This design comes from an exercise in tuning for small area and a short achievable clock period on the open sky130 flow, not from production work. No run shown here included a check of the RTL's function; only the layout flow was run.

## flow/design.v (module list and top-level ports; edited modules follow where they fit)
// module DOUBLY_PIPELINE: 1092 lines
// module scale607: 196 lines
// module angtab_a: 16 lines
// module angtab_b: 16 lines
// module fa: 6 lines
// module ha: 6 lines
// module mj: 5 lines
// module xn2: 5 lines
// module or2: 5 lines
// module add16: 5 lines
// module sub16: 5 lines
module DOUBLY_PIPELINE(clk,xi,yi,r,ang,xf,yf);
  // ...
==> flow/flow/run.sh <==
#!/bin/bash
# Standard layout, but buffer the ports with buf_4 instead of the default delay-cell buffer.
export BUFFER_PORTS_ARGS="-buffer_cell sky130_fd_sc_hd__buf_4"
bash standard.sh > standard.log 2>&1
==> flow/standard.sh <==
#!/bin/bash
# synth_recipe.tcl (not shown) runs the flow's synth.tcl, then flattens the netlist and writes it again
# the make line also repeats each setting of config.mk as NAME=value (left out here)
make -C /OpenROAD-flow-scripts/flow DESIGN_CONFIG=/design/flow/config.mk WORK_HOME=/design/flow/orfs CLKGATE_MAP_FILE= SYNTH_SCRIPT=/design/flow/synth_recipe.tcl "${@:-finish}"
==> flow/config.mk <==
export PLATFORM = sky130hd
export DESIGN_NAME = DOUBLY_PIPELINE
export DESIGN_NICKNAME = DOUBLY_PIPELINE
export VERILOG_FILES = /design/flow/design.v
export SDC_FILE = /design/flow/constraint.sdc
export NUM_CORES = 4
export LEC_CHECK = 0
export CAP_MARGIN = 20
export CORE_MARGIN = 2
export CORE_UTILIZATION = 55
export CTS_BUF_LIST = sky130_fd_sc_hd__clkbuf_16
export CTS_CLUSTER_DIAMETER = 120
export CTS_CLUSTER_SIZE = 30
export SLEW_MARGIN = 20
export SYNTH_HIERARCHICAL = 1
export SYNTH_MINIMUM_KEEP_SIZE = 0
==> flow/constraint.sdc <==
create_clock -name core_clock -period 25.0 [get_ports {clk}]
set_input_delay 5.0000 -clock core_clock [delete_from_list [all_inputs] [get_ports {clk}]]
set_output_delay 5.0000 -clock core_clock [all_outputs]
set_load 0.01 [all_outputs]
==> out/results.tsv, run 1 <==
stage	metric	value	unit
clocking	Sink Count	559	
final_layout	#MultiIn Comb	1747	
routing	WL final	61550	µm
final_layout	Non-clock buffer share	2.117	%
final_layout	sequential share of cell area	30.63	%
clocking	H-tree lvl count	1	
yosys	Cell variety after synth	63	
routing	post-route DRC violation count	0	
final_layout	area occupied by multi-input gates	22480	µm²
setup_path	CP max-delay cell	dfxtp_1	
yosys	Post-Synth Adder-Cell Area	45.37	%
worst_hold_path	worst hold path startpoint	d5[2]	
yosys	simple-gate portion of the synthesized area	4.232	%
yosys	top cells by count, synth	658 x fa_1, 559 x dfxtp_1, 359 x xor2_1	
place	post-detail-place hpwl	53060	µm
routing	Top Layer Used	met4	
yosys	synthesis-stage register bit count	559	
final_layout	ANT cells	0	
final_layout	FF+latch area	11190	µm²
final_layout	invs w/o clock	103	
clocking	clock tree buffer depth	3	
floorplan	Die ar.	65400	µm²
global_routing	global-route wire length before repair	102700	µm
setup_path	Reg2Reg Depth	15	
yosys	register area share after synthesis	32.11	%
clocking	Setup Fix Bufs, Post-CTS	0	
final_layout	Non-clk bufs	103	
place	pre-CTS setup slack	18.00	ns
yosys	mapped cell area	34860	µm²
setup_path	CP Cell Sequence	xor2_1 -> fa_1 -> fa_1 -> fa_1 -> fa_1 -> fa_1 -> fa_1 -> fa_1 -> fa_1 -> fa_1 -> fa_1 -> fa_1 -> fa_1 -> ha_1 -> xor2_1	
final_layout	Max-area cell class	multi-input combinational cells	
clocking	post_cts resized	0	
outcome	status	complete, no violations	
global_routing	vias in the first global route	19570	
place	GP Congestion	0.8816	
setup_path	Worst path top cell family by delay	adder cells	
final_layout	final non-filler cell total	3385	
sta	Setup Total Neg Slack	0	ns
routing	M1 WL	25210	µm
==> module add16, before the edit <==
module add16(a, b, s);
input [15:0] a, b;
output [15:0] s;
assign s = a + b;
endmodule
==> module sub16, before the edit <==
module sub16(a, b, s);
input [15:0] a, b;
output [15:0] s;
assign s = a - b;
endmodule
==> run 2: changes to the inputs <==
--- a/flow/design.v
+++ b/flow/design.v
@@ -1350,3 +1350,118 @@
 output [15:0] s;
-assign s = a + b;
+wire [15:0] g0, p0;
+kg u_g0 (.a(a[0]), .b(b[0]), .y(g0[0])); kp u_p0 (.a(a[0]), .b(b[0]), .y(p0[0]));
+kg u_g1 (.a(a[1]), .b(b[1]), .y(g0[1])); kp u_p1 (.a(a[1]), .b(b[1]), .y(p0[1]));
+kg u_g2 (.a(a[2]), .b(b[2]), .y(g0[2])); kp u_p2 (.a(a[2]), .b(b[2]), .y(p0[2]));
+kg u_g3 (.a(a[3]), .b(b[3]), .y(g0[3])); kp u_p3 (.a(a[3]), .b(b[3]), .y(p0[3]));
+kg u_g4 (.a(a[4]), .b(b[4]), .y(g0[4])); kp u_p4 (.a(a[4]), .b(b[4]), .y(p0[4]));
+kg u_g5 (.a(a[5]), .b(b[5]), .y(g0[5])); kp u_p5 (.a(a[5]), .b(b[5]), .y(p0[5]));
+kg u_g6 (.a(a[6]), .b(b[6]), .y(g0[6])); kp u_p6 (.a(a[6]), .b(b[6]), .y(p0[6]));
+kg u_g7 (.a(a[7]), .b(b[7]), .y(g0[7])); kp u_p7 (.a(a[7]), .b(b[7]), .y(p0[7]));
+kg u_g8 (.a(a[8]), .b(b[8]), .y(g0[8])); kp u_p8 (.a(a[8]), .b(b[8]), .y(p0[8]));
+kg u_g9 (.a(a[9]), .b(b[9]), .y(g0[9])); kp u_p9 (.a(a[9]), .b(b[9]), .y(p0[9]));
+kg u_g10 (.a(a[10]), .b(b[10]), .y(g0[10])); kp u_p10 (.a(a[10]), .b(b[10]), .y(p0[10]));
+kg u_g11 (.a(a[11]), .b(b[11]), .y(g0[11])); kp u_p11 (.a(a[11]), .b(b[11]), .y(p0[11]));
+kg u_g12 (.a(a[12]), .b(b[12]), .y(g0[12])); kp u_p12 (.a(a[12]), .b(b[12]), .y(p0[12]));
+kg u_g13 (.a(a[13]), .b(b[13]), .y(g0[13])); kp u_p13 (.a(a[13]), .b(b[13]), .y(p0[13]));
+kg u_g14 (.a(a[14]), .b(b[14]), .y(g0[14])); kp u_p14 (.a(a[14]), .b(b[14]), .y(p0[14]));
+kg u_g15 (.a(a[15]), .b(b[15]), .y(g0[15])); kp u_p15 (.a(a[15]), .b(b[15]), .y(p0[15]));
+wire G1_1; kao u_G1_1 (.g1(g0[1]), .p1(p0[1]), .g0(g0[0]), .y(G1_1));
+wire G1_2; kao u_G1_2 (.g1(g0[2]), .p1(p0[2]), .g0(g0[1]), .y(G1_2));
+wire P1_2; kan u_P1_2 (.a(p0[2]), .b(p0[1]), .y(P1_2));
+wire G1_3; kao u_G1_3 (.g1(g0[3]), .p1(p0[3]), .g0(g0[2]), .y(G1_3));
+wire P1_3; kan u_P1_3 (.a(p0[3]), .b(p0[2]), .y(P1_3));
+wire G1_4; kao u_G1_4 (.g1(g0[4]), .p1(p0[4]), .g0(g0[3]), .y(G1_4));
+wire P1_4; kan u_P1_4 (.a(p0[4]), .b(p0[3]), .y(P1_4));
+wire G1_5; kao u_G1_5 (.g1(g0[5]), .p1(p0[5]), .g0(g0[4]), .y(G1_5));
+wire P1_5; kan u_P1_5 (.a(p0[5]), .b(p0[4]), .y(P1_5));
+wire G1_6; kao u_G1_6 (.g1(g0[6]), .p1(p0[6]), .g0(g0[5]), .y(G1_6));
+wire P1_6; kan u_P1_6 (.a(p0[6]), .b(p0[5]), .y(P1_6));
+wire G1_7; kao u_G1_7 (.g1(g0[7]), .p1(p0[7]), .g0(g0[6]), .y(G1_7));
+wire P1_7; kan u_P1_7 (.a(p0[7]), .b(p0[6]), .y(P1_7));
+wire G1_8; kao u_G1_8 (.g1(g0[8]), .p1(p0[8]), .g0(g0[7]), .y(G1_8));
+wire P1_8; kan u_P1_8 (.a(p0[8]), .b(p0[7]), .y(P1_8));
+wire G1_9; kao u_G1_9 (.g1(g0[9]), .p1(p0[9]), .g0(g0[8]), .y(G1_9));
+wire P1_9; kan u_P1_9 (.a(p0[9]), .b(p0[8]), .y(P1_9));
+wire G1_10; kao u_G1_10 (.g1(g0[10]), .p1(p0[10]), .g0(g0[9]), .y(G1_10));
+wire P1_10; kan u_P1_10 (.a(p0[10]), .b(p0[9]), .y(P1_10));
+wire G1_11; kao u_G1_11 (.g1(g0[11]), .p1(p0[11]), .g0(g0[10]), .y(G1_11));
+wire P1_11; kan u_P1_11 (.a(p0[11]), .b(p0[10]), .y(P1_11));
+wire G1_12; kao u_G1_12 (.g1(g0[12]), .p1(p0[12]), .g0(g0[11]), .y(G1_12));
+wire P1_12; kan u_P1_12 (.a(p0[12]), .b(p0[11]), .y(P1_12));
+wire G1_13; kao u_G1_13 (.g1(g0[13]), .p1(p0[13]), .g0(g0[12]), .y(G1_13));
+wire P1_13; kan u_P1_13 (.a(p0[13]), .b(p0[12]), .y(P1_13));
+wire G1_14; kao u_G1_14 (.g1(g0[14]), .p1(p0[14]), .g0(g0[13]), .y(G1_14));
+wire P1_14; kan u_P1_14 (.a(p0[14]), .b(p0[13]), .y(P1_14));
+wire G1_15; kao u_G1_15 (.g1(g0[15]), .p1(p0[15]), .g0(g0[14]), .y(G1_15));
+wire P1_15; kan u_P1_15 (.a(p0[15]), .b(p0[14]), .y(P1_15));
+wire G2_2; kao u_G2_2 (.g1(G1_2), .p1(P1_2), .g0(g0[0]), .y(G2_2));
+wire G2_3; kao u_G2_3 (.g1(G1_3), .p1(P1_3), .g0(G1_1), .y(G2_3));
+wire G2_4; kao u_G2_4 (.g1(G1_4), .p1(P1_4), .g0(G1_2), .y(G2_4));
+wire P2_4; kan u_P2_4 (.a(P1_4), .b(P1_2), .y(P2_4));
+wire G2_5; kao u_G2_5 (.g1(G1_5), .p1(P1_5), .g0(G1_3), .y(G2_5));
+wire P2_5; kan u_P2_5 (.a(P1_5), .b(P1_3), .y(P2_5));
+wire G2_6; kao u_G2_6 (.g1(G1_6), .p1(P1_6), .g0(G1_4), .y(G2_6));
+wire P2_6; kan u_P2_6 (.a(P1_6), .b(P1_4), .y(P2_6));
+wire G2_7; kao u_G2_7 (.g1(G1_7), .p1(P1_7), .g0(G1_5), .y(G2_7));
+wire P2_7; kan u_P2_7 (.a(P1_7), .b(P1_5), .y(P2_7));
+wire G2_8; kao u_G2_8 (.g1(G1_8), .p1(P1_8), .g0(G1_6), .y(G2_8));
+wire P2_8; kan u_P2_8 (.a(P1_8), .b(P1_6), .y(P2_8));
+wire G2_9; kao u_G2_9 (.g1(G1_9), .p1(P1_9), .g0(G1_7), .y(G2_9));
+wire P2_9; kan u_P2_9 (.a(P1_9), .b(P1_7), .y(P2_9));
+wire G2_10; kao u_G2_10 (.g1(G1_10), .p1(P1_10), .g0(G1_8), .y(G2_10));
+wire P2_10; kan u_P2_10 (.a(P1_10), .b(P1_8), .y(P2_10));
+wire G2_11; kao u_G2_11 (.g1(G1_11), .p1(P1_11), .g0(G1_9), .y(G2_11));
+wire P2_11; kan u_P2_11 (.a(P1_11), .b(P1_9), .y(P2_11));
+wire G2_12; kao u_G2_12 (.g1(G1_12), .p1(P1_12), .g0(G1_10), .y(G2_12));
+wire P2_12; kan u_P2_12 (.a(P1_12), .b(P1_10), .y(P2_12));
+wire G2_13; kao u_G2_13 (.g1(G1_13), .p1(P1_13), .g0(G1_11), .y(G2_13));
+wire P2_13; kan u_P2_13 (.a(P1_13), .b(P1_11), .y(P2_13));
+wire G2_14; kao u_G2_14 (.g1(G1_14), .p1(P1_14), .g0(G1_12), .y(G2_14));
+wire P2_14; kan u_P2_14 (.a(P1_14), .b(P1_12), .y(P2_14));
+wire G2_15; kao u_G2_15 (.g1(G1_15), .p1(P1_15), .g0(G1_13), .y(G2_15));
+wire P2_15; kan u_P2_15 (.a(P1_15), .b(P1_13), .y(P2_15));
+wire G4_4; kao u_G4_4 (.g1(G2_4), .p1(P2_4), .g0(g0[0]), .y(G4_4));
+wire G4_5; kao u_G4_5 (.g1(G2_5), .p1(P2_5), .g0(G1_1), .y(G4_5));
+wire G4_6; kao u_G4_6 (.g1(G2_6), .p1(P2_6), .g0(G2_2), .y(G4_6));
+wire G4_7; kao u_G4_7 (.g1(G2_7), .p1(P2_7), .g0(G2_3), .y(G4_7));
+wire G4_8; kao u_G4_8 (.g1(G2_8), .p1(P2_8), .g0(G2_4), .y(G4_8));
+wire P4_8; kan u_P4_8 (.a(P2_8), .b(P2_4), .y(P4_8));
+wire G4_9; kao u_G4_9 (.g1(G2_9), .p1(P2_9), .g0(G2_5), .y(G4_9));
+wire P4_9; kan u_P4_9 (.a(P2_9), .b(P2_5), .y(P4_9));
+wire G4_10; kao u_G4_10 (.g1(G2_10), .p1(P2_10), .g0(G2_6), .y(G4_10));
+wire P4_10; kan u_P4_10 (.a(P2_10), .b(P2_6), .y(P4_10));
+wire G4_11; kao u_G4_11 (.g1(G2_11), .p1(P2_11), .g0(G2_7), .y(G4_11));
+wire P4_11; kan u_P4_11 (.a(P2_11), .b(P2_7), .y(P4_11));
+wire G4_12; kao u_G4_12 (.g1(G2_12), .p1(P2_12), .g0(G2_8), .y(G4_12));
+wire P4_12; kan u_P4_12 (.a(P2_12), .b(P2_8), .y(P4_12));
+wire G4_13; kao u_G4_13 (.g1(G2_13), .p1(P2_13), .g0(G2_9), .y(G4_13));
+wire P4_13; kan u_P4_13 (.a(P2_13), .b(P2_9), .y(P4_13));
+wire G4_14; kao u_G4_14 (.g1(G2_14), .p1(P2_14), .g0(G2_10), .y(G4_14));
+wire P4_14; kan u_P4_14 (.a(P2_14), .b(P2_10), .y(P4_14));
+wire G4_15; kao u_G4_15 (.g1(G2_15), .p1(P2_15), .g0(G2_11), .y(G4_15));
+wire P4_15; kan u_P4_15 (.a(P2_15), .b(P2_11), .y(P4_15));
+wire G8_8; kao u_G8_8 (.g1(G4_8), .p1(P4_8), .g0(g0[0]), .y(G8_8));
+wire G8_9; kao u_G8_9 (.g1(G4_9), .p1(P4_9), .g0(G1_1), .y(G8_9));
+wire G8_10; kao u_G8_10 (.g1(G4_10), .p1(P4_10), .g0(G2_2), .y(G8_10));
+wire G8_11; kao u_G8_11 (.g1(G4_11), .p1(P4_11), .g0(G2_3), .y(G8_11));
+wire G8_12; kao u_G8_12 (.g1(G4_12), .p1(P4_12), .g0(G4_4), .y(G8_12));
+wire G8_13; kao u_G8_13 (.g1(G4_13), .p1(P4_13), .g0(G4_5), .y(G8_13));
+wire G8_14; kao u_G8_14 (.g1(G4_14), .p1(P4_14), .g0(G4_6), .y(G8_14));
+wire G8_15; kao u_G8_15 (.g1(G4_15), .p1(P4_15), .g0(G4_7), .y(G8_15));
+assign s[0] = p0[0];
+kx u_s1 (.a(p0[1]), .b(g0[0]), .y(s[1]));
+kx u_s2 (.a(p0[2]), .b(G1_1), .y(s[2]));
+kx u_s3 (.a(p0[3]), .b(G2_2), .y(s[3]));
+kx u_s4 (.a(p0[4]), .b(G2_3), .y(s[4]));
+kx u_s5 (.a(p0[5]), .b(G4_4), .y(s[5]));
+kx u_s6 (.a(p0[6]), .b(G4_5), .y(s[6]));
+kx u_s7 (.a(p0[7]), .b(G4_6), .y(s[7]));
+kx u_s8 (.a(p0[8]), .b(G4_7), .y(s[8]));
+kx u_s9 (.a(p0[9]), .b(G8_8), .y(s[9]));
+kx u_s10 (.a(p0[10]), .b(G8_9), .y(s[10]));
+kx u_s11 (.a(p0[11]), .b(G8_10), .y(s[11]));
+kx u_s12 (.a(p0[12]), .b(G8_11), .y(s[12]));
+kx u_s13 (.a(p0[13]), .b(G8_12), .y(s[13]));
+kx u_s14 (.a(p0[14]), .b(G8_13), .y(s[14]));
+kx u_s15 (.a(p0[15]), .b(G8_14), .y(s[15]));
 endmodule
@@ -1355,3 +1470,127 @@
 output [15:0] s;
-assign s = a - b;
+wire [15:0] g0, p0;
+kgn u_g0 (.a(a[0]), .b(b[0]), .y(g0[0])); kpn u_p0 (.a(a[0]), .b(b[0]), .y(p0[0]));
+kgn u_g1 (.a(a[1]), .b(b[1]), .y(g0[1])); kpn u_p1 (.a(a[1]), .b(b[1]), .y(p0[1]));
+kgn u_g2 (.a(a[2]), .b(b[2]), .y(g0[2])); kpn u_p2 (.a(a[2]), .b(b[2]), .y(p0[2]));
+kgn u_g3 (.a(a[3]), .b(b[3]), .y(g0[3])); kpn u_p3 (.a(a[3]), .b(b[3]), .y(p0[3]));
+kgn u_g4 (.a(a[4]), .b(b[4]), .y(g0[4])); kpn u_p4 (.a(a[4]), .b(b[4]), .y(p0[4]));
+kgn u_g5 (.a(a[5]), .b(b[5]), .y(g0[5])); kpn u_p5 (.a(a[5]), .b(b[5]), .y(p0[5]));
+kgn u_g6 (.a(a[6]), .b(b[6]), .y(g0[6])); kpn u_p6 (.a(a[6]), .b(b[6]), .y(p0[6]));
+kgn u_g7 (.a(a[7]), .b(b[7]), .y(g0[7])); kpn u_p7 (.a(a[7]), .b(b[7]), .y(p0[7]));
+kgn u_g8 (.a(a[8]), .b(b[8]), .y(g0[8])); kpn u_p8 (.a(a[8]), .b(b[8]), .y(p0[8]));
+kgn u_g9 (.a(a[9]), .b(b[9]), .y(g0[9])); kpn u_p9 (.a(a[9]), .b(b[9]), .y(p0[9]));
+kgn u_g10 (.a(a[10]), .b(b[10]), .y(g0[10])); kpn u_p10 (.a(a[10]), .b(b[10]), .y(p0[10]));
+kgn u_g11 (.a(a[11]), .b(b[11]), .y(g0[11])); kpn u_p11 (.a(a[11]), .b(b[11]), .y(p0[11]));
+kgn u_g12 (.a(a[12]), .b(b[12]), .y(g0[12])); kpn u_p12 (.a(a[12]), .b(b[12]), .y(p0[12]));
+kgn u_g13 (.a(a[13]), .b(b[13]), .y(g0[13])); kpn u_p13 (.a(a[13]), .b(b[13]), .y(p0[13]));
+kgn u_g14 (.a(a[14]), .b(b[14]), .y(g0[14])); kpn u_p14 (.a(a[14]), .b(b[14]), .y(p0[14]));
+kgn u_g15 (.a(a[15]), .b(b[15]), .y(g0[15])); kpn u_p15 (.a(a[15]), .b(b[15]), .y(p0[15]));
+wire c0g; kor u_c0 (.a(g0[0]), .b(p0[0]), .y(c0g));
+wire G1_1; kao u_G1_1 (.g1(g0[1]), .p1(p0[1]), .g0(c0g), .y(G1_1));
+wire G1_2; kao u_G1_2 (.g1(g0[2]), .p1(p0[2]), .g0(g0[1]), .y(G1_2));
+wire P1_2; kan u_P1_2 (.a(p0[2]), .b(p0[1]), .y(P1_2));
+wire G1_3; kao u_G1_3 (.g1(g0[3]), .p1(p0[3]), .g0(g0[2]), .y(G1_3));
+wire P1_3; kan u_P1_3 (.a(p0[3]), .b(p0[2]), .y(P1_3));
+wire G1_4; kao u_G1_4 (.g1(g0[4]), .p1(p0[4]), .g0(g0[3]), .y(G1_4));
+wire P1_4; kan u_P1_4 (.a(p0[4]), .b(p0[3]), .y(P1_4));
+wire G1_5; kao u_G1_5 (.g1(g0[5]), .p1(p0[5]), .g0(g0[4]), .y(G1_5));
+wire P1_5; kan u_P1_5 (.a(p0[5]), .b(p0[4]), .y(P1_5));
+wire G1_6; kao u_G1_6 (.g1(g0[6]), .p1(p0[6]), .g0(g0[5]), .y(G1_6));
+wire P1_6; kan u_P1_6 (.a(p0[6]), .b(p0[5]), .y(P1_6));
+wire G1_7; kao u_G1_7 (.g1(g0[7]), .p1(p0[7]), .g0(g0[6]), .y(G1_7));
+wire P1_7; kan u_P1_7 (.a(p0[7]), .b(p0[6]), .y(P1_7));
+wire G1_8; kao u_G1_8 (.g1(g0[8]), .p1(p0[8]), .g0(g0[7]), .y(G1_8));
+wire P1_8; kan u_P1_8 (.a(p0[8]), .b(p0[7]), .y(P1_8));
+wire G1_9; kao u_G1_9 (.g1(g0[9]), .p1(p0[9]), .g0(g0[8]), .y(G1_9));
+wire P1_9; kan u_P1_9 (.a(p0[9]), .b(p0[8]), .y(P1_9));
+wire G1_10; kao u_G1_10 (.g1(g0[10]), .p1(p0[10]), .g0(g0[9]), .y(G1_10));
+wire P1_10; kan u_P1_10 (.a(p0[10]), .b(p0[9]), .y(P1_10));
+wire G1_11; kao u_G1_11 (.g1(g0[11]), .p1(p0[11]), .g0(g0[10]), .y(G1_11));
+wire P1_11; kan u_P1_11 (.a(p0[11]), .b(p0[10]), .y(P1_11));
+wire G1_12; kao u_G1_12 (.g1(g0[12]), .p1(p0[12]), .g0(g0[11]), .y(G1_12));
+wire P1_12; kan u_P1_12 (.a(p0[12]), .b(p0[11]), .y(P1_12));
+wire G1_13; kao u_G1_13 (.g1(g0[13]), .p1(p0[13]), .g0(g0[12]), .y(G1_13));
+wire P1_13; kan u_P1_13 (.a(p0[13]), .b(p0[12]), .y(P1_13));
+wire G1_14; kao u_G1_14 (.g1(g0[14]), .p1(p0[14]), .g0(g0[13]), .y(G1_14));
+wire P1_14; kan u_P1_14 (.a(p0[14]), .b(p0[13]), .y(P1_14));
+wire G1_15; kao u_G1_15 (.g1(g0[15]), .p1(p0[15]), .g0(g0[14]), .y(G1_15));
+wire P1_15; kan u_P1_15 (.a(p0[15]), .b(p0[14]), .y(P1_15));
+wire G2_2; kao u_G2_2 (.g1(G1_2), .p1(P1_2), .g0(c0g), .y(G2_2));
+wire G2_3; kao u_G2_3 (.g1(G1_3), .p1(P1_3), .g0(G1_1), .y(G2_3));
+wire G2_4; kao u_G2_4 (.g1(G1_4), .p1(P1_4), .g0(G1_2), .y(G2_4));
+wire P2_4; kan u_P2_4 (.a(P1_4), .b(P1_2), .y(P2_4));
+wire G2_5; kao u_G2_5 (.g1(G1_5), .p1(P1_5), .g0(G1_3), .y(G2_5));
+wire P2_5; kan u_P2_5 (.a(P1_5), .b(P1_3), .y(P2_5));
+wire G2_6; kao u_G2_6 (.g1(G1_6), .p1(P1_6), .g0(G1_4), .y(G2_6));
+wire P2_6; kan u_P2_6 (.a(P1_6), .b(P1_4), .y(P2_6));
+wire G2_7; kao u_G2_7 (.g1(G1_7), .p1(P1_7), .g0(G1_5), .y(G2_7));
+wire P2_7; kan u_P2_7 (.a(P1_7), .b(P1_5), .y(P2_7));
+wire G2_8; kao u_G2_8 (.g1(G1_8), .p1(P1_8), .g0(G1_6), .y(G2_8));
+wire P2_8; kan u_P2_8 (.a(P1_8), .b(P1_6), .y(P2_8));
+wire G2_9; kao u_G2_9 (.g1(G1_9), .p1(P1_9), .g0(G1_7), .y(G2_9));
+wire P2_9; kan u_P2_9 (.a(P1_9), .b(P1_7), .y(P2_9));
+wire G2_10; kao u_G2_10 (.g1(G1_10), .p1(P1_10), .g0(G1_8), .y(G2_10));
+wire P2_10; kan u_P2_10 (.a(P1_10), .b(P1_8), .y(P2_10));
+wire G2_11; kao u_G2_11 (.g1(G1_11), .p1(P1_11), .g0(G1_9), .y(G2_11));
+wire P2_11; kan u_P2_11 (.a(P1_11), .b(P1_9), .y(P2_11));
+wire G2_12; kao u_G2_12 (.g1(G1_12), .p1(P1_12), .g0(G1_10), .y(G2_12));
+wire P2_12; kan u_P2_12 (.a(P1_12), .b(P1_10), .y(P2_12));
+wire G2_13; kao u_G2_13 (.g1(G1_13), .p1(P1_13), .g0(G1_11), .y(G2_13));
+wire P2_13; kan u_P2_13 (.a(P1_13), .b(P1_11), .y(P2_13));
+wire G2_14; kao u_G2_14 (.g1(G1_14), .p1(P1_14), .g0(G1_12), .y(G2_14));
+wire P2_14; kan u_P2_14 (.a(P1_14), .b(P1_12), .y(P2_14));
+wire G2_15; kao u_G2_15 (.g1(G1_15), .p1(P1_15), .g0(G1_13), .y(G2_15));
+wire P2_15; kan u_P2_15 (.a(P1_15), .b(P1_13), .y(P2_15));
+wire G4_4; kao u_G4_4 (.g1(G2_4), .p1(P2_4), .g0(c0g), .y(G4_4));
+wire G4_5; kao u_G4_5 (.g1(G2_5), .p1(P2_5), .g0(G1_1), .y(G4_5));
+wire G4_6; kao u_G4_6 (.g1(G2_6), .p1(P2_6), .g0(G2_2), .y(G4_6));
+wire G4_7; kao u_G4_7 (.g1(G2_7), .p1(P2_7), .g0(G2_3), .y(G4_7));
+wire G4_8; kao u_G4_8 (.g1(G2_8), .p1(P2_8), .g0(G2_4), .y(G4_8));
+wire P4_8; kan u_P4_8 (.a(P2_8), .b(P2_4), .y(P4_8));
+wire G4_9; kao u_G4_9 (.g1(G2_9), .p1(P2_9), .g0(G2_5), .y(G4_9));
+wire P4_9; kan u_P4_9 (.a(P2_9), .b(P2_5), .y(P4_9));
+wire G4_10; kao u_G4_10 (.g1(G2_10), .p1(P2_10), .g0(G2_6), .y(G4_10));
+wire P4_10; kan u_P4_10 (.a(P2_10), .b(P2_6), .y(P4_10));
+wire G4_11; kao u_G4_11 (.g1(G2_11), .p1(P2_11), .g0(G2_7), .y(G4_11));
+wire P4_11; kan u_P4_11 (.a(P2_11), .b(P2_7), .y(P4_11));
+wire G4_12; kao u_G4_12 (.g1(G2_12), .p1(P2_12), .g0(G2_8), .y(G4_12));
+wire P4_12; kan u_P4_12 (.a(P2_12), .b(P2_8), .y(P4_12));
+wire G4_13; kao u_G4_13 (.g1(G2_13), .p1(P2_13), .g0(G2_9), .y(G4_13));
+wire P4_13; kan u_P4_13 (.a(P2_13), .b(P2_9), .y(P4_13));
+wire G4_14; kao u_G4_14 (.g1(G2_14), .p1(P2_14), .g0(G2_10), .y(G4_14));
+wire P4_14; kan u_P4_14 (.a(P2_14), .b(P2_10), .y(P4_14));
+wire G4_15; kao u_G4_15 (.g1(G2_15), .p1(P2_15), .g0(G2_11), .y(G4_15));
+wire P4_15; kan u_P4_15 (.a(P2_15), .b(P2_11), .y(P4_15));
+wire G8_8; kao u_G8_8 (.g1(G4_8), .p1(P4_8), .g0(c0g), .y(G8_8));
+wire G8_9; kao u_G8_9 (.g1(G4_9), .p1(P4_9), .g0(G1_1), .y(G8_9));
+wire G8_10; kao u_G8_10 (.g1(G4_10), .p1(P4_10), .g0(G2_2), .y(G8_10));
+wire G8_11; kao u_G8_11 (.g1(G4_11), .p1(P4_11), .g0(G2_3), .y(G8_11));
+wire G8_12; kao u_G8_12 (.g1(G4_12), .p1(P4_12), .g0(G4_4), .y(G8_12));
+wire G8_13; kao u_G8_13 (.g1(G4_13), .p1(P4_13), .g0(G4_5), .y(G8_13));
+wire G8_14; kao u_G8_14 (.g1(G4_14), .p1(P4_14), .g0(G4_6), .y(G8_14));
+wire G8_15; kao u_G8_15 (.g1(G4_15), .p1(P4_15), .g0(G4_7), .y(G8_15));
+assign s[0] = ~p0[0];
+kx u_s1 (.a(p0[1]), .b(c0g), .y(s[1]));
+kx u_s2 (.a(p0[2]), .b(G1_1), .y(s[2]));
+kx u_s3 (.a(p0[3]), .b(G2_2), .y(s[3]));
+kx u_s4 (.a(p0[4]), .b(G2_3), .y(s[4]));
+kx u_s5 (.a(p0[5]), .b(G4_4), .y(s[5]));
+kx u_s6 (.a(p0[6]), .b(G4_5), .y(s[6]));
+kx u_s7 (.a(p0[7]), .b(G4_6), .y(s[7]));
+kx u_s8 (.a(p0[8]), .b(G4_7), .y(s[8]));
+kx u_s9 (.a(p0[9]), .b(G8_8), .y(s[9]));
+kx u_s10 (.a(p0[10]), .b(G8_9), .y(s[10]));
+kx u_s11 (.a(p0[11]), .b(G8_10), .y(s[11]));
+kx u_s12 (.a(p0[12]), .b(G8_11), .y(s[12]));
+kx u_s13 (.a(p0[13]), .b(G8_12), .y(s[13]));
+kx u_s14 (.a(p0[14]), .b(G8_13), .y(s[14]));
+kx u_s15 (.a(p0[15]), .b(G8_14), .y(s[15]));
 endmodule
+module kg(a, b, y); input a, b; output y; assign y = a & b; endmodule
+module kp(a, b, y); input a, b; output y; assign y = a ^ b; endmodule
+module kgn(a, b, y); input a, b; output y; assign y = a & ~b; endmodule
+module kpn(a, b, y); input a, b; output y; assign y = ~(a ^ b); endmodule
+module kor(a, b, y); input a, b; output y; assign y = a | b; endmodule
+module kao(g1, p1, g0, y); input g1, p1, g0; output y; assign y = g1 | (p1 & g0); endmodule
+module kan(a, b, y); input a, b; output y; assign y = a & b; endmodule
+module kx(a, b, y); input a, b; output y; assign y = a ^ b; endmodule
==> out/results.tsv, run 2 <==
stage	metric	value	unit	change
clocking	Sink Count	559		unchanged
sta	min Tclk post-route	6.409	ns	was 6.492 ns
final_layout	NumNets Final	3416		was 3422
clocking	CTS tree	done		unchanged
yosys	cell taking the most area after synthesis	fa_1		unchanged
floorplan	I/O pins	97		unchanged
worst_hold_path	Hold Crit Class	reg2reg		unchanged
global_routing	global-route wire length before repair	104800	µm	was 102700 µm
final_layout	Final Util	58.23	%	was 58.13%
yosys	Post-synth EDFFs	0		unchanged
place	post-detail-place hpwl	55230	µm	was 53060 µm
sta	max-slew violation count	0		unchanged
setup_path	Crit. End Element	flop		unchanged
floorplan	Die ar.	65740	µm²	was 65400 µm²
yosys	synthesis-stage register bit count	559		unchanged
floorplan	Die Y	256.4	µm	was 255.7 µm
final_layout	commonest non-fill, non-tap cell in the layout	fa_1		unchanged
clocking	number of CTS-inserted buffers	22		was 23
final_layout	final instance area	36730	µm²	was 36530 µm²
yosys	Synth Area per Inst	13.86	µm²	was 13.87 µm²
setup_path	Crit Path Max Fanout	14		was 16
yosys	syn nets	3381		was 3398
final_layout	ANT cells	0		unchanged
setup_path	Worst Setup Start Kind	flop		unchanged
setup_path	critical path class	reg2reg		unchanged
global_routing	largest net degree at the start of global routing	31		unchanged
floorplan	row count	92		unchanged
routing	vias per inst	4.961		was 5.039
global_routing	grt total ovfl	0		unchanged
yosys	share of flip-flops with an asynchronous set or reset	0	%	unchanged
sta	Setup Skew	0.03015	ns	was 0.02678 ns
routing	wire per inst	18.45	µm	was 18.18 µm
routing	Vias	16920		was 17060
yosys	top-count cell post-synth	fa_1		unchanged
clocking	H-tree lvl count	1		unchanged
clocking	post_cts resized	0		unchanged
sta	final hold vios	0		unchanged
final_layout	commonest cells after routing, fill and taps aside	656 x fa_1, 559 x dfxtp_1, 393 x xor2_1		was 658 x fa_1, 559 x dfxtp_1, 359 x xor2_1
sta	RSZ-0062 raised after global routing	false		unchanged
setup_path	Worst Path Arrival	6.87	ns	was 6.99 ns
routing	DR iter-0 viols	668		was 585
clocking	clock tree buffer depth	3		unchanged
sta	Max Fclk	156.0	MHz	was 154.0 MHz
sta	Setup Total Neg Slack	0	ns	unchanged
global_routing	initial antenna violation count	0		unchanged
yosys	Main synth FF type	dfxtp_1		unchanged
job	Max Cap Viol	0		unchanged
final_layout	Layout fillers	5181		was 5160
sta	Relative slew margins	34.21	%	was 36.29%
yosys	register area share after synthesis	31.94	%	was 32.11%
routing	post-route DRC violation count	0		unchanged
final_layout	P&R area growth vs syn	4.846	%	was 4.810%
clocking	Root Buffer	clkbuf_16		unchanged
clocking	Skew-Pair Late Insertion Delay	0.59	ns	was 0.60 ns
routing	WL final	62940	µm	was 61550 µm
yosys	Yosys top cell area share	37.48	%	was 37.79%
yosys	cells after synthesis	2528		was 2513
yosys	top cells by area, synth	fa_1 37%, dfxtp_1 32%, xor2_1 9.8%		was fa_1 38%, dfxtp_1 32%, xor2_1 9.0%
clocking	Setup Fix Bufs, Post-CTS	0		unchanged
outcome	status	complete, no violations		unchanged
sta	Worst-Margin Slew	0.9835	ns	was 0.9543 ns
routing	final antenna-violating net count	0		unchanged
global_routing	GRT Total Usage	20.25	%	was 19.71%
floorplan	Starting Density	55.54	%	was 55.46%
setup_path	CP Data Required Time	25.46	ns	was 25.50 ns
yosys	Cell variety after synth	39		was 63
floorplan	Die X	256.4	µm	was 255.7 µm
place	GP Congestion	0.8374		was 0.8816
floorplan	Core Area	63080	µm²	was 62850 µm²
routing	DRT Pass-1 Iters	4		was 6
place	IO buf count	95		unchanged
sta	final worst slack	18.59	ns	was 18.51 ns
yosys	top cells by count, synth	656 x fa_1, 559 x dfxtp_1, 393 x xor2_1		was 658 x fa_1, 559 x dfxtp_1, 359 x xor2_1
yosys	mapped cell area	35030	µm²	was 34860 µm²
place	pre-CTS setup slack	18.42	ns	was 18.00 ns
sta	period utilization	25.63	%	was 25.97%
place	placed cell area	36150	µm²	was 35890 µm²
global_routing	vias in the first global route	19430		was 19570
clocking	Post-CTS Hold Buffers	0		unchanged
sta	Setup-failing EPs final	0		unchanged
final_layout	fraction of layout cells with a size suffix above 1	7.057	%	was 7.326%
clocking	CTS clk-pin slew, worst paths	0.11	ns	was 0.12 ns
yosys	Yosys warning count	9		unchanged
run 2: changes by cell type in the layout (fill, tap and decap cells not counted), moves of 12 or more:
cell and delta:
a21o_1 +80, inv_1 -18, ha_1 -30, nor2_1 -12, nor2b_4 +14, xor2_1 +34, a21oi_1 -22, and2_1 +77
nand2_1 -17
run 2: per-module statistics from Yosys (local to each module, per instance), excerpt:
module	times used	cells inside
fa	656	1
kg	15	1
angtab_b	1	21
ha	114	1
kx	30	1
kpn	16	1
kao	90	1
kp	16	1
xn2	43	1
kgn	15	1
sub16	1	1
kor	1	1
run 2: worst max-delay path, stage by stage (launching register included):
cell     delay (ns)
dfxtp_1        0.82
xor2_1         0.20
fa_1           0.44
fa_1           0.40
fa_1           0.40
fa_1           0.40
fa_1           0.40
fa_1           0.40
fa_1           0.39
fa_1           0.39
fa_1           0.41
fa_1           0.41
fa_1           0.41
fa_1           0.43
ha_1           0.23
xor2_1         0.16
run 2: final cells by class:
type                    instances  area (µm²)  area share (%)
flip-flops and latches        559       11190           30.47
clock buffers                  22       550.5           1.499
clock inverters                 4       32.53         0.08856
inverters                      84       315.3          0.8584
repair buffers                106       795.8           2.166
multi-input cells            1790       22790           62.04
well taps                     846        1059           2.882
run 2: metal layers:
layer  GRT usage, %  share of wire (%)  vias up
li1               -                  -     7986
met1          27.07                 44     8709
met2          36.47                 52      178
met3          1.918                2.5       49
met4          3.440                1.4        0
met5              0                  0        -
run 2: stage by stage:
stage,hold WS [ns],instances
after floorplan,0.3096,2528
after global placement,0.3103,3385
after detailed placement,0.3147,3385
after CTS,0.3390,3411
after global routing,0.3396,3411
final,0.3325,3411
run 2: cells by family after synthesis:
group                      count (synthesis)  share of synthesized area, %
adders and majority gates                839                         43.95
muxes                                      2                       0.07141
other                                      1                       0.01070
DFF                                      559                         31.94
buffers and inverters                    179                         3.011
and+or+nand+nor                          292                         5.153
xor gates and xnor gates                 522                         13.05
AOI/OAI and AO/OA                        134                         2.811
run 2: path summary, 6_finish.rpt:
check | slack, ns | cells after the start | from | to
worst min-delay path | 0.33 | 0 | d7[3] | d8[3]
worst max register to register | 18.59 | 15 | d6[4] | x5[13]
worst min register to register | 0.33 | 0 | d7[3] | d8[3]
worst max-delay path | 18.59 | 15 | d6[4] | x5[13]

-- static timing again, ports no longer ideal --
How much do the figures lean on ideal ports? The routed layouts below were timed once more, with nothing changed but the port constraints. Step 1 sets driving cells, clkbuf_16 on the clock port and buf_2 on the other inputs (assumed; they add their load-dependent delay and slew). Step 2 adds t to the input delays and takes it off the output delays; t is the mean of the earliest and latest rising clock arrival at the registers after step 1. Input paths then give back, and output paths get back, about the clock's delay inside the block. Slacks: ideal / step 1 / step 2; pairs: ideal / step 1.
| run | t (ns) | slack for setup (ns) | hold WS [ns] | slew at the worst register clock pin (ns) | worst slew at a driven data input, ns |
|---|---|---|---|---|---|
| run 1 | 0.656 | 18.508 / 18.508 / 18.002 | 0.330 / 0.330 / 0.330 | 0.12 / 0.12 | 0.04 |
| run 2 | 0.636 | 18.591 / 18.591 / 18.422 | 0.332 / 0.332 / 0.332 | 0.12 / 0.12 | 0.04 |
After both steps every run listed still meets setup and hold. The setup slack of run 1, which loses most, moves by 0.000 ns with the drivers and by -0.506 ns with both steps.
